Background: an optimization exercise with open tools, aiming at a short achievable clock period and few clock cycles. Do not read the settings as production practice. Only simulation tests tie the RTL to the original design; equivalence was not proved. The clock port is modelled as an ideal driver; clocking choices that lean on that would not hold on a real chip. No activity file was given, so power comes from the tool's default toggle rates.

Setup of before:
// ARMcore_top
module ARMcore_top(
    input wire CLK,
    input wire Reset,  
    output wire [31:0] PC,
    input wire [31:0] Instr,
    output wire [31:0] DataAddr,
    output wire [31:0] WriteData,
    output wire MemWrite,
    input wire [31:0] ReadData
  );
Size: ~160 I/O pins.
clock: 28.0 ns
lec_check: 0
cap_margin: 20
core_margin: 2
core_utilization: 40
slew_margin: 20
run.sh (not shown) runs the stock make flow with config.mk's settings and CLKGATE_MAP_FILE= SYNTH_SCRIPT=/design/flow/synth_recipe.tcl, a recipe that flattens the netlist after the stock synthesis.
Testbench counts of before, summed over its fixed seeds: cycles 10,263.
Setup changes, before to after
==> flow/flow/run.sh (new file) <==
#!/bin/bash
# Standard synthesis, then the standard layout steps with timing repair
# aiming for extra setup slack (the SDC is the design's, unchanged).
set -euo pipefail
EXTRA="SETUP_SLACK_MARGIN=${MARGIN:-21} MATCH_CELL_FOOTPRINT=0 TNS_END_PERCENT=100"
bash standard.sh synth > synth.log 2>&1
bash standard.sh $EXTRA finish > layout.log 2>&1
==> flow/standard.sh (new file) <==
#!/bin/bash
# synth_recipe.tcl (not shown) runs the flow's synth.tcl, then flattens the netlist and writes it again
# the make line also repeats each setting of config.mk as NAME=value (left out here)
make -C /OpenROAD-flow-scripts/flow DESIGN_CONFIG=/design/flow/config.mk WORK_HOME=/design/flow/orfs CLKGATE_MAP_FILE= SYNTH_SCRIPT=/design/flow/synth_recipe.tcl "${@:-finish}"
removed: flow/run.sh
[summary]
- Worst setup path startpoint = IR[18]: before; worst setup path startpoint = IR[1]: after
- Summary of after over before: total routed wirelength shows an increase of 25000 um; final weighted congestion in routability-driven placement shows a reduction of about 2.8%.
- Comparing before with after, the synthesized area came out essentially unchanged.
- Summary of the comparison: number of clock-tree buffers in the layout is lower in after, relative to before.
- The more densely filled core belongs to after, not before.
- Taking before as the reference, in after fmax grew by about 30%; total met3 wirelength after detailed routing grew by about 10%.

========
== build 28 ==
Another version of the RTL of ARMcore_top (not shown whole).
Size in the first run: roughly 9200 cells after synthesis, about 1300 flip-flops.
==> flow/config.mk <==
export PLATFORM = sky130hd
export DESIGN_NAME = ARMcore_top
export DESIGN_NICKNAME = ARMcore_top
export VERILOG_FILES = /design/flow/design.v
export SDC_FILE = /design/flow/constraint.sdc
export NUM_CORES = 4
export LEC_CHECK = 0
export ABC_CLOCK_PERIOD_IN_PS = 5000
export CAP_MARGIN = 20
export CORE_MARGIN = 2
export CORE_UTILIZATION = 58
export SLEW_MARGIN = 20
==> flow/constraint.sdc <==
create_clock -name core_clock -period 28.0 [get_ports {CLK}]
set_input_delay 5.6000 -clock core_clock [delete_from_list [all_inputs] [get_ports {CLK}]]
set_output_delay 5.6000 -clock core_clock [all_outputs]
set_load 0.01 [all_outputs]
standard.sh (not shown) runs the stock make flow with config.mk's settings and CLKGATE_MAP_FILE= SYNTH_SCRIPT=/design/flow/synth_recipe.tcl, a recipe that flattens the netlist after the stock synthesis.
==> flow/flow/run.sh <==
#!/bin/bash
# Standard synthesis, then the standard layout steps with timing repair
# aiming for extra setup slack (the SDC is the design's, unchanged), and
# after CTS the clock root split in 4 (flow/split_root.tcl).
set -euo pipefail
export FLOW_CLOCK_PORT=CLK
EXTRA="SETUP_SLACK_MARGIN=${MARGIN:-21.5} MATCH_CELL_FOOTPRINT=0 TNS_END_PERCENT=100 POST_CTS_TCL=$PWD/flow/split_root.tcl"
bash standard.sh synth > synth.log 2>&1
bash standard.sh $EXTRA finish > layout.log 2>&1
Other scripts of this flow, unchanged in this note and not shown: flow/flow/split_root.tcl
Testbench counts of build 28, summed over its fixed seeds: cycles 9,931.
--- input diff build 28..build 94 ---
- CORE_UTILIZATION changed from 58 to 40
## What came out
Across build 28 and build 94, none had a timing, DRC or antenna violation.
Build 28 and build 94 ended up with nearly the same number of global-route vias before repair.
Comparing build 28 and build 94, the lower power density over the cells is on build 94.
Relative to build 28, the floorplan die height of build 94 is higher by 79 µm.
Timing endpoint of the critical path = PC[8]: build 94; timing endpoint of the critical path = RF[220]: build 28
reg -> out as the type of the worst setup path was reported by build 94, and reg -> reg by build 28.
Going from build 28 to build 94, maximum clock frequency picked up an extra about 0.35%; via total after detailed routing lost 1542.
Setup changes, build 94 to build 13
- CORE_UTILIZATION changed from 40 to 50
--- outcome ---
Diff build 94 -> build 13: power shows an increase of about 2%; tapcell count shows a reduction of about 19%; wire length of the first global-routing pass shows no meaningful change; routed wire length shows no meaningful change. Re number of buffers and inverters on the critical path: build 13 is 3 up on build 94. Build 13 ends up with a final worst hold slack that is 6.7 ps higher than in build 94.

[re-timing with driven ports]
How much do the figures lean on ideal ports? The routed layouts below were timed once more, with nothing changed but the port constraints.
Step 1, drivers: a clkbuf_16 drives CLK and a buf_2 each remaining input, both assumed.
Step 2, shift: input delay + t, output delay - t, t = (earliest + latest rising clock arrival at the registers) / 2. This alone moves slack from input paths to output paths.
Three values: ideal, step 1, step 2; two values: the first two.
run | t (ns) | setup slack, ns | clock arrival spread, ns | pins driven straight from the clock port
before | 0.819 | 17.963 / 17.963 / 17.963 | 0.075 / 0.074 | 1
after | 0.823 | 20.292 / 20.292 / 20.108 | 0.064 / 0.063 | 1
build 28 | 0.773 | 21.328 / 21.134 / 20.924 | 0.106 / 0.106 | 4
build 94 | 0.770 | 21.351 / 21.162 / 20.886 | 0.061 / 0.061 | 4
build 13 | 0.783 | 21.327 / 21.133 / 20.851 | 0.045 / 0.044 | 4
After both steps setup and hold are still met in every run listed. The setup slack of build 13, which loses most, moves by -0.194 ns with the drivers and by -0.476 ns with both steps.
